From an optimization exercise on the open Yosys and OpenROAD flow, aimed at small area, a short achievable clock period and few clock cycles per item; shortcuts taken in it are not production practice.
No run shown here included a check of the RTL's function; only the layout flow was run.

==> flow/design.v, too long to show whole: its modules and the start of the top module <==
// module PixelSolverMultiCore: 6399 lines
// module MandelFA: 4 lines
// module MandelHA: 4 lines
module PixelSolverMultiCore (
  input               io_cmd_valid,
  output              io_cmd_ready,
  input      [27:0]   io_cmd_payload_x,
  input      [27:0]   io_cmd_payload_y,
  output              io_rsp_valid,
  input               io_rsp_ready,
  output     [5:0]    io_rsp_payload_iteration,
  input               clk,
  input               reset
);
  // ...
==> flow/flow/run.sh <==
#!/bin/bash
set -euo pipefail
MARGIN=${MARGIN:-6.8}
sed "s/SETUP_SLACK_MARGIN=[0-9.]*/SETUP_SLACK_MARGIN=$MARGIN/" standard.sh > standard_margin.sh
bash standard_margin.sh > standard.log 2>&1
==> flow/standard.sh <==
#!/bin/bash
# synth_recipe.tcl (not shown) runs the flow's synth.tcl, then flattens the netlist and writes it again
# the make line also repeats each setting of config.mk as NAME=value (left out here)
make -C /OpenROAD-flow-scripts/flow DESIGN_CONFIG=/design/flow/config.mk WORK_HOME=/design/flow/orfs CLKGATE_MAP_FILE= SYNTH_SCRIPT=/design/flow/synth_recipe.tcl "${@:-finish}"
==> flow/config.mk <==
export PLATFORM = sky130hd
export DESIGN_NAME = PixelSolverMultiCore
export DESIGN_NICKNAME = PixelSolverMultiCore
export VERILOG_FILES = /design/flow/design.v
export SDC_FILE = /design/flow/constraint.sdc
export NUM_CORES = 8
export LEC_CHECK = 0
export CAP_MARGIN = 20
export CORE_MARGIN = 2
export CORE_UTILIZATION = 60
export CTS_BUF_LIST = sky130_fd_sc_hd__clkbuf_16
export CTS_CLUSTER_DIAMETER = 150
export CTS_CLUSTER_SIZE = 24
export SETUP_SLACK_MARGIN = 5
export SLEW_MARGIN = 20
export SYNTH_HIERARCHICAL = 1
==> flow/constraint.sdc <==
create_clock -name core_clock -period 10.0 [get_ports {clk}]
set_input_delay 2.0000 -clock core_clock [delete_from_list [all_inputs] [get_ports {clk}]]
set_output_delay 2.0000 -clock core_clock [all_outputs]
set_load 0.01 [all_outputs]
==> impl_metrics.env, run 1 <==
export IMPL_grt_use_met2=0.516
export IMPL_yosysSeqAreaShare=0.353
export IMPL_muxShareOfSynthArea=0.0191
export IMPL_post_route_period_util=0.325
export IMPL_regArea_sq_mm=0.0239
export IMPL_setup_tns_ns=0
export IMPL_postLayoutCoreUtil=0.643
export IMPL_outcome="complete, no violations"
export IMPL_vias=43578
export IMPL_wl_met3_um=15900
export IMPL_startpoint="r0_bn[6]$_DFF_P_"
export IMPL_synth_area_sq_mm=0.0674
export IMPL_holdPathStages=0
export IMPL_drv_cap=0
export IMPL_syn_to_final_growth_pct=6.00
export IMPL_numSequentialCells=1154
export IMPL_synthXorXnorAreaFrac=0.0659
export IMPL_synth_commonest_cells="dfxtp_1, fa_1, nand2_1"
export IMPL_min_path_type="register to register"
export IMPL_r2r_end="q1_s3122$_DFF_P_"
export IMPL_rsz0062_at_grt="true"
export IMPL_grt_usage=0.322
export IMPL_worst_setup_path_start_kind="register"
export IMPL_grt_max_degree=84
export IMPL_r2r_setup_slack_ns=6.75
export IMPL_placed_cell_area_sq_mm=0.0692
export IMPL_rows=122
==> run 2: changes to the inputs <==
--- a/flow/design.v
+++ b/flow/design.v
@@ -6363,41 +6363,42 @@
       r0_it <= it_l;
       r0_lesc <= esc_l;
       r0_seq <= p2_seq;
     end
     r0_snap <= p2_snap;
     wb_seq <= p2_seq;
     wb_res <= (bg_l | (f62_l & esc_l)) ? it_l : 6'd63;
     if (wr) rob_d[wr_seq] <= wr_res;
-    if (ld) o_it <= rob_d[head];
     o_itp <= ld ? rob_d[head] : o_it;
     tk_o <= ~reset & free_n & room;
     o_vp <= ~reset & (ld ? rob_v[head] : o_v);
   end
   always @(posedge clk or posedge reset) begin
     if (reset) begin
       tk <= 1'b0;
       r0_act <= 1'b0;
       act <= 2'd0;
       wb_v <= 1'b0;
       rob_v <= 8'd0;
       head <= 3'd0;
       alloc <= 3'd0;
       used <= 4'd0;
       o_v <= 1'b0;
+      o_it <= 6'd0;
     end else begin
       tk <= free_n & room;
       r0_act <= acc | cont_l;
       act <= {act[1:1], r0_act};
       wb_v <= act[2] & fe_l;
       if (acc) alloc <= alloc + 1'b1;
       used <= used + {3'd0, acc} - {3'd0, pop};
       if (pop) head <= head + 1'b1;
       if (ld) o_v <= rob_v[head];
+      if (ld) o_it <= rob_d[head];
       rob_v <= (rob_v & ~({7'd0, pop} << head)) | ({7'd0, wr} << wr_seq);
     end
   end
 endmodule
 module MandelFA (input a, input b, input c, output s, output co);
   assign s = a ^ b ^ c;
   assign co = (a & b) | (a & c) | (b & c);
 endmodule
==> flow/flow/run.sh (replaced) <==
#!/bin/bash
set -euo pipefail
MARGIN=${MARGIN:-7}
sed "s/SETUP_SLACK_MARGIN=[0-9.]*/SETUP_SLACK_MARGIN=$MARGIN/" standard.sh > standard_margin.sh
bash standard_margin.sh > standard.log 2>&1
==> run 2 against run 1 <==
  * Die area about the same
  * Hold slack got worse by 0.0068 ns
  * Still clean on timing, DRC and antenna
  * Non-clock buffer count increased by 32
  * Clock skew decreased by 0.0069 ns
  * Routed wire length decreased by 1.9%
==> impl_metrics.env, run 2 <==
export IMPL_outcome="complete, no violations"
export IMPL_clock_latency_ns=0.74
export IMPL_firstDrtPassIters=6
export IMPL_nets=7264
export IMPL_setup_viol=0
export IMPL_synth_warning_count=7
export IMPL_post_route_period_util=0.319
export IMPL_htreeDepth=2
export IMPL_netlist_instances=6044
export IMPL_rsz0062_at_grt="true"
export IMPL_critPathRequiredTime_ns=10.57
export IMPL_grt_remaining_overflow=0
export IMPL_ant_nets=0
export IMPL_avgRoutedWirePerCell_um=24.1
export IMPL_max_freq_mhz=314
export IMPL_drt_iter0_drc=3267
export IMPL_vias=43392
export IMPL_r2r_setup_slack_ns=6.81
export IMPL_grt_pass1_wl_um=278000
export IMPL_filler_cell_count=8750
export IMPL_critPathKind="register to register"
export IMPL_routed_wl_um=179000
export IMPL_holdPathEnd="p2_y0[1]$_DFF_P_"
export IMPL_worstHoldStart="p1_y0[1]$_DFF_P_"
export IMPL_largest_register="rob_d"
export IMPL_pin_count=68
export IMPL_path_max_fanout=4
export IMPL_synth_seq_cells=1160
export IMPL_crit_slowest_cell="fa_2"
export IMPL_syn_area_per_cell_sq_um=11.2
export IMPL_synth_edff_count=48
export IMPL_finalWorstPathRequiredPeriod_ns=3.19
export IMPL_rows=122
export IMPL_hold_viol_final=0
export IMPL_setup_tns_ns=0
export IMPL_r2r_cells=15
export IMPL_largest_reg_flops=48
export IMPL_layout_common_cells="fa_1, dfxtp_1, nand2_1"
export IMPL_yosysSeqAreaShare=0.354
export IMPL_syn_to_final_growth_pct=7.19
export IMPL_drv_slew=0
export IMPL_clkSinkCount=1160
export IMPL_dp_hpwl_um=121000
export IMPL_slew_headroom=0.372
export IMPL_worst_slew_pin_slew_ns=0.942
export IMPL_r2r_start="q2_s3278$_DFF_P_"
export IMPL_cts_made_buffers=54
export IMPL_syn_nets=7381
export IMPL_final_setup_skew_ns=0.0373
export IMPL_drive_gt1_frac=0.0920
export IMPL_grt_max_degree=87
export IMPL_grt_usage=0.317
export IMPL_cts_tree="yes"
export IMPL_end_kind="register"
export IMPL_min_path_type="register to register"
export IMPL_port_buffers=67
export IMPL_r2r_end="r0_bo[12]$_DFF_P_"
export IMPL_yosys_area_top_type="dfxtp_1"
export IMPL_synthMostInstantiatedCell="dfxtp_1"
export IMPL_die_height_um=339
export IMPL_final_common_cell="fa_1"
export IMPL_start_util=0.607
export IMPL_ys_top_cells_by_area="dfxtp_1, fa_1, xnor2_1"
export IMPL_holdPathStages=0
export IMPL_arrival_ns=3.76
export IMPL_async_flop_share=0.0259
export IMPL_worst_setup_path_start_kind="register"
export IMPL_synth_area_sq_mm=0.0674
export IMPL_drv_cap=0
export IMPL_chipWidth_um=339
export IMPL_grt_pass1_vias=45922
export IMPL_synth_top_cell_area_share=0.321
export IMPL_synth_commonest_cells="dfxtp_1, fa_1, nand2_1"
export IMPL_core_area_sq_mm=0.111
export IMPL_drc_errors=0
export IMPL_synth_top_flop_cell="dfxtp_1"
export IMPL_cts_max_path_buffers=3
export IMPL_hold_worst_slack_ns=0.320
export IMPL_vias_per_cell=5.84
export IMPL_grt_antenna_before_repair=4
export IMPL_netlist_cell_type_count=74
export IMPL_routabilityCongestion=0.849
export IMPL_cts_clk_slew_worst_paths_ns=0.09
export IMPL_cts_root_buf="clkbuf_16"
export IMPL_cp_cell_sequence="inv_2 -> fa_2 -> a211o_1 -> a211oi_4 -> or3_4 -> buf_6 -> a21o_1 -> nand3_4 -> buf_4 -> nand3_1 -> o211ai_1 -> o211ai_1 -> buf_4 -> xnor2_1 -> o21ai_1"
export IMPL_dieArea_sq_mm=0.115
export IMPL_slowest_delay_ns=0.40
run 2: cell types whose count changed in the layout (fill, tap and decap cells not counted), sizes merged, moves of 8 or more:
cell    before  now
a211oi      23   15
a21o        83   60
nor3        22   33
inv        602  622
a21oi       83  106
mux2        79   57
buf        126  157
o21ai      164  195
nand2b      10   25
run 2: layout make-up:
cell class                 count  area (sq um)  area share
antenna                        3          7.51    0.000104
inverter                     622          2400      0.0332
clock inverter                11           101     0.00140
multi-input combinational   3868         40500       0.561
timing repair buffer         217          1990      0.0275
timing repair inverter         4          30.0    0.000416
clock buffer                  54          1350      0.0187
tap                         1488          1860      0.0258
sequential                  1160         24000       0.332
run 2: how the worst max path moves through the flow:
stage                     start                 to
2_1_floorplan      io_rsp_ready  used[2]$_DFF_PP0_
4_1_cts        q2_c3277$_DFF_P_  r0_bt[13]$_DFF_P_
3_3_place_gp       io_rsp_ready  used[1]$_DFF_PP0_
3_5_place_dp       io_rsp_ready  used[1]$_DFF_PP0_
6_report       q2_s3278$_DFF_P_  r0_bo[12]$_DFF_P_
5_1_grt        q2_s3278$_DFF_P_  r0_bt[13]$_DFF_P_
run 2: worst max-delay path, delay by kind of cell (launching register included):
family          cells  cell delay, ns
fa+ha+maj           1            0.40
buf+inv             4            0.49
simple gates        3            0.45
xor+xnor            1            0.10
flops               1            0.33
compound gates      6            1.23
run 2: cell families after synthesis:
family / synth area share
AO/OA/AOI/OAI: 0.0799
flip-flops: 0.354
buffers and inverters: 0.0576
XOR/XNOR: 0.0674
adder cells (fa/ha/maj): 0.355
AND/OR/NAND/NOR: 0.0699
multiplexers: 0.0160
run 2: layer usage:
metal,track usage,wire length [um],vias up,part of all wire
li1,-,-,18894,-
met1,0.446,75500,22155,0.42
met2,0.497,82000,1878,0.46
met3,0.0558,13800,463,0.077
met4,0.120,7500,2,0.042
met5,0,33,-,0.00018
run 2: repair_timing:
action                                  CTS  global route
endpoints found under the setup margin  322           178
gates cloned                              4             0
hold buffers                              0             0
buffers inserted                         42            25
gates resized for setup                 212           131
pin swaps                                81            50
run 2: Yosys stat by module (local to each module, per instance):
module	flops+latches	copies in the design	cells	area (sq um)
MandelFA	0	1058	1	20.0
MandelHA	0	13	1	12.5
PixelSolverMultiCore	1160	1	4973	46100
run 2: metrics by stage:
step / worst slack, ns / cells / util / area [sq um]
detailed placement: 6.01 / 7288 / 0.623 / 69100
finish: 6.81 / 7427 / 0.651 / 72200
floorplan: 6.75 / 6044 / - / 67500
CTS: 6.71 / 7399 / 0.645 / 71600
global route: 6.73 / 7425 / 0.651 / 72200
global placement: 6.02 / 7287 / 0.623 / 69100
==> run 3: changes to the inputs <==
==> flow/flow/run.sh (replaced) <==
#!/bin/bash
set -euo pipefail
MARGIN=${MARGIN:-7.1}
sed "s/SETUP_SLACK_MARGIN=[0-9.]*/SETUP_SLACK_MARGIN=$MARGIN/" standard.sh > standard_margin.sh
bash standard_margin.sh > standard.log 2>&1
==> run 3 against run 2 <==
  * Fmax fell by 0.34%
  * Sequential share of layout area fell by 0.24 points
  * Die area did not move
  * Non-clock buffer count rose by 15
  * Register-to-register slack barely moved
  * Flip-flop and latch count did not move
  * Synthesized cell count did not move
  * Critical path depth fell by 3
  * Hold slack improved by 0.00074 ns
  * Critical endpoint is now r0_bt[13]$_DFF_P_
==> impl_metrics.env, run 3 <==
export IMPL_pin_count=68
export IMPL_antenna_cells=0
export IMPL_synth_edff_count=48
export IMPL_rsz0062_at_grt="true"
export IMPL_worst_setup_path_start_kind="register"
export IMPL_layout_common_cells="fa_1, dfxtp_1, nand2_1"
export IMPL_cp_cell_sequence="inv_2 -> fa_2 -> a211o_1 -> a211oi_4 -> or3_4 -> nand2_4 -> o41ai_4 -> o211ai_1 -> a21oi_2 -> xnor2_2 -> and3_1 -> o31a_1"
export IMPL_end_kind="register"
export IMPL_hold_viol_final=0
export IMPL_setup_viol=0
export IMPL_grt_usage=0.318
export IMPL_crit_family="compound AO/OA/AOI/OAI gates"
export IMPL_postCtsHoldBufs=0
export IMPL_grt_antenna_before_repair=4
export IMPL_arrival_ns=3.80
export IMPL_syn_nets=7381
export IMPL_crit_slowest_cell="fa_2"
export IMPL_final_common_cell="fa_1"
export IMPL_vias_per_cell=5.82
export IMPL_firstDrtPassIters=7
export IMPL_slowest_delay_ns=0.39
export IMPL_synth_warning_count=7
export IMPL_dieArea_sq_mm=0.115
export IMPL_worstHoldStart="p1_y0[8]$_DFF_P_"
export IMPL_largest_reg_flops=48
export IMPL_critPathBufInv=1
export IMPL_routed_wl_um=180000
export IMPL_yosys_area_top_type="dfxtp_1"
export IMPL_holdPathEnd="p2_y0[8]$_DFF_P_"
export IMPL_ys_top_cells_by_area="dfxtp_1, fa_1, xnor2_1"
export IMPL_finalWorstPathRequiredPeriod_ns=3.20
export IMPL_cts_max_path_buffers=3
export IMPL_cts_clk_slew_worst_paths_ns=0.11
export IMPL_grt_max_degree=83
export IMPL_critPathRequiredTime_ns=10.61
export IMPL_drv_slew=0
export IMPL_clock_latency_ns=0.72
export IMPL_critPathKind="register to register"
export IMPL_dp_hpwl_um=120000
export IMPL_rows=122
export IMPL_nets=7279
export IMPL_chipWidth_um=339
export IMPL_final_setup_skew_ns=0.0426
export IMPL_clkSinkCount=1160
export IMPL_max_freq_mhz=313
export IMPL_largest_register="rob_d"
export IMPL_die_height_um=339
export IMPL_drv_cap=0
export IMPL_synth_top_flop_cell="dfxtp_1"
export IMPL_netlist_cell_type_count=74
export IMPL_post_route_period_util=0.320
export IMPL_vias=43325
export IMPL_worst_slew_pin_slew_ns=0.872
export IMPL_r2r_start="q2_c3277$_DFF_P_"
export IMPL_drt_iter0_drc=3380
export IMPL_syn_area_per_cell_sq_um=11.2
export IMPL_drive_gt1_frac=0.104
export IMPL_grt_remaining_overflow=0
export IMPL_outcome="complete, no violations"
export IMPL_pre_cts_slack_ns=6.05
export IMPL_routabilityCongestion=0.849
export IMPL_htreeDepth=2
export IMPL_avgRoutedWirePerCell_um=24.3
export IMPL_synth_commonest_cells="dfxtp_1, fa_1, nand2_1"
export IMPL_holdPathStages=0
export IMPL_min_path_type="register to register"
export IMPL_drc_errors=0
export IMPL_core_area_sq_mm=0.111
export IMPL_async_flop_share=0.0259
export IMPL_fin_ws_ns=6.80
export IMPL_synth_top_cell_area_share=0.321
export IMPL_yosysSeqAreaShare=0.354
export IMPL_setup_tns_ns=0
export IMPL_r2r_setup_slack_ns=6.80
export IMPL_synth_seq_cells=1160
export IMPL_path_max_fanout=3
export IMPL_cts_made_buffers=54
export IMPL_start_util=0.607
export IMPL_cts_tree="yes"
export IMPL_slew_headroom=0.418
export IMPL_synthMostInstantiatedCell="dfxtp_1"
export IMPL_r2r_cells=12
export IMPL_grt_pass1_vias=46116
export IMPL_netlist_instances=6044
export IMPL_port_buffers=67
export IMPL_grt_pass1_wl_um=278000
export IMPL_cts_root_buf="clkbuf_16"
export IMPL_ant_nets=0
export IMPL_synth_area_sq_mm=0.0674
export IMPL_syn_to_final_growth_pct=8.15
export IMPL_r2r_end="r0_bt[13]$_DFF_P_"
export IMPL_postLayoutCoreUtil=0.657
## run 3: worst reg2reg max path, cell delays in order (launching register included)
cell and delay [ns]:
dfxtp_2 0.34, inv_2 0.04, fa_2 0.39, a211o_1 0.35, a211oi_4 0.36, or3_4 0.27, nand2_4 0.08, o41ai_4 0.38
o211ai_1 0.16, a21oi_2 0.22, xnor2_2 0.11, and3_1 0.19, o31a_1 0.23
## run 3: routing by layer
metal	up-vias	part of all wire	global-route usage
met1	22085	0.42	0.442
met5	-	0	0
li1	18918	-	-
met3	452	0.079	0.0534
met2	1870	0.46	0.505
met4	0	0.042	0.120
## run 3: Yosys stat by module, one instance, submodules excluded
module / area [sq um] / flip-flops and latches
PixelSolverMultiCore: 46100 / 1160
MandelFA: 20.0 / 0
MandelHA: 12.5 / 0
## run 3: cell type report
type | count | area (sq um)
fill | 8788 | 38100
tap | 1488 | 1860
timing repair buffer | 232 | 2300
clock inverter | 11 | 119
clock buffer | 54 | 1350
sequential | 1160 | 24000
multi-input combinational | 3868 | 40800
inverter | 622 | 2420
timing repair inverter | 4 | 27.5
## run 3: timing repair
action | 4_1_cts | 5_1_grt
setup endpoints to repair | 396 | 194
buffers inserted | 63 | 25
pin swaps | 92 | 95
gates resized for setup | 302 | 143
gates cloned | 4 | 3
## run 3: stage by stage
step           cells  hold WS, ns  cell area [sq um]
6_report        7439        0.321              72900
4_1_cts         7411        0.332              72000
3_5_place_dp    7279        0.312              69100
2_1_floorplan   6044        0.310              67500
5_1_grt         7439        0.336              72900
3_3_place_gp    7279        0.310              69100
## run 3: worst max-delay path by stage
stage	startpoint	to	slack [ns]	cells after the start
2_1_floorplan	io_rsp_ready	used[2]$_DFF_PP0_	6.75	8
3_3_place_gp	io_rsp_ready	used[1]$_DFF_PP0_	6.04	9
3_5_place_dp	io_rsp_ready	used[2]$_DFF_PP0_	6.05	9
4_1_cts	q2_c3277$_DFF_P_	r0_bt[13]$_DFF_P_	6.77	12
5_1_grt	q2_c3277$_DFF_P_	r0_bo[13]$_DFF_P_	6.73	13
6_report	q2_c3277$_DFF_P_	r0_bt[13]$_DFF_P_	6.80	12
## run 3: cells by family after synthesis
kind of cell | synth area share
flip-flops | 0.354
XOR/XNOR | 0.0674
multiplexers | 0.0160
buffers and inverters | 0.0576
AND/OR/NAND/NOR | 0.0699
AO/OA/AOI/OAI | 0.0799
adder cells (fa/ha/maj) | 0.355

[port drivers added, routing unchanged]
No port has a modelled driver above. Below, the same layouts with a new extraction and two added sets of constraints. Step 1 assumes that a clkbuf_16 drives the clock port and a buf_2 every other input. Step 2 moves the port delays by t, midway between the first and last clock arrival at a register: inputs arrive t later, outputs are due t later. That takes back most of the time a late clock gives input paths. a / b / c = ideal ports / drivers / drivers and shift; a / b = the first two.
| run | t, ns | slack for setup (ns) | worst setup path at the end |
|---|---|---|---|
| run 1 | 0.772 | 6.748 / 6.718 / 6.147 | input to register |
| run 2 | 0.792 | 6.812 / 6.773 / 6.404 | input to register |
| run 3 | 0.782 | 6.801 / 6.753 / 6.441 | input to register |
After both steps setup and hold are still met in every run listed. For run 1, which loses most, drivers alone change the setup slack by -0.030 ns; drivers and shift together by -0.601 ns.
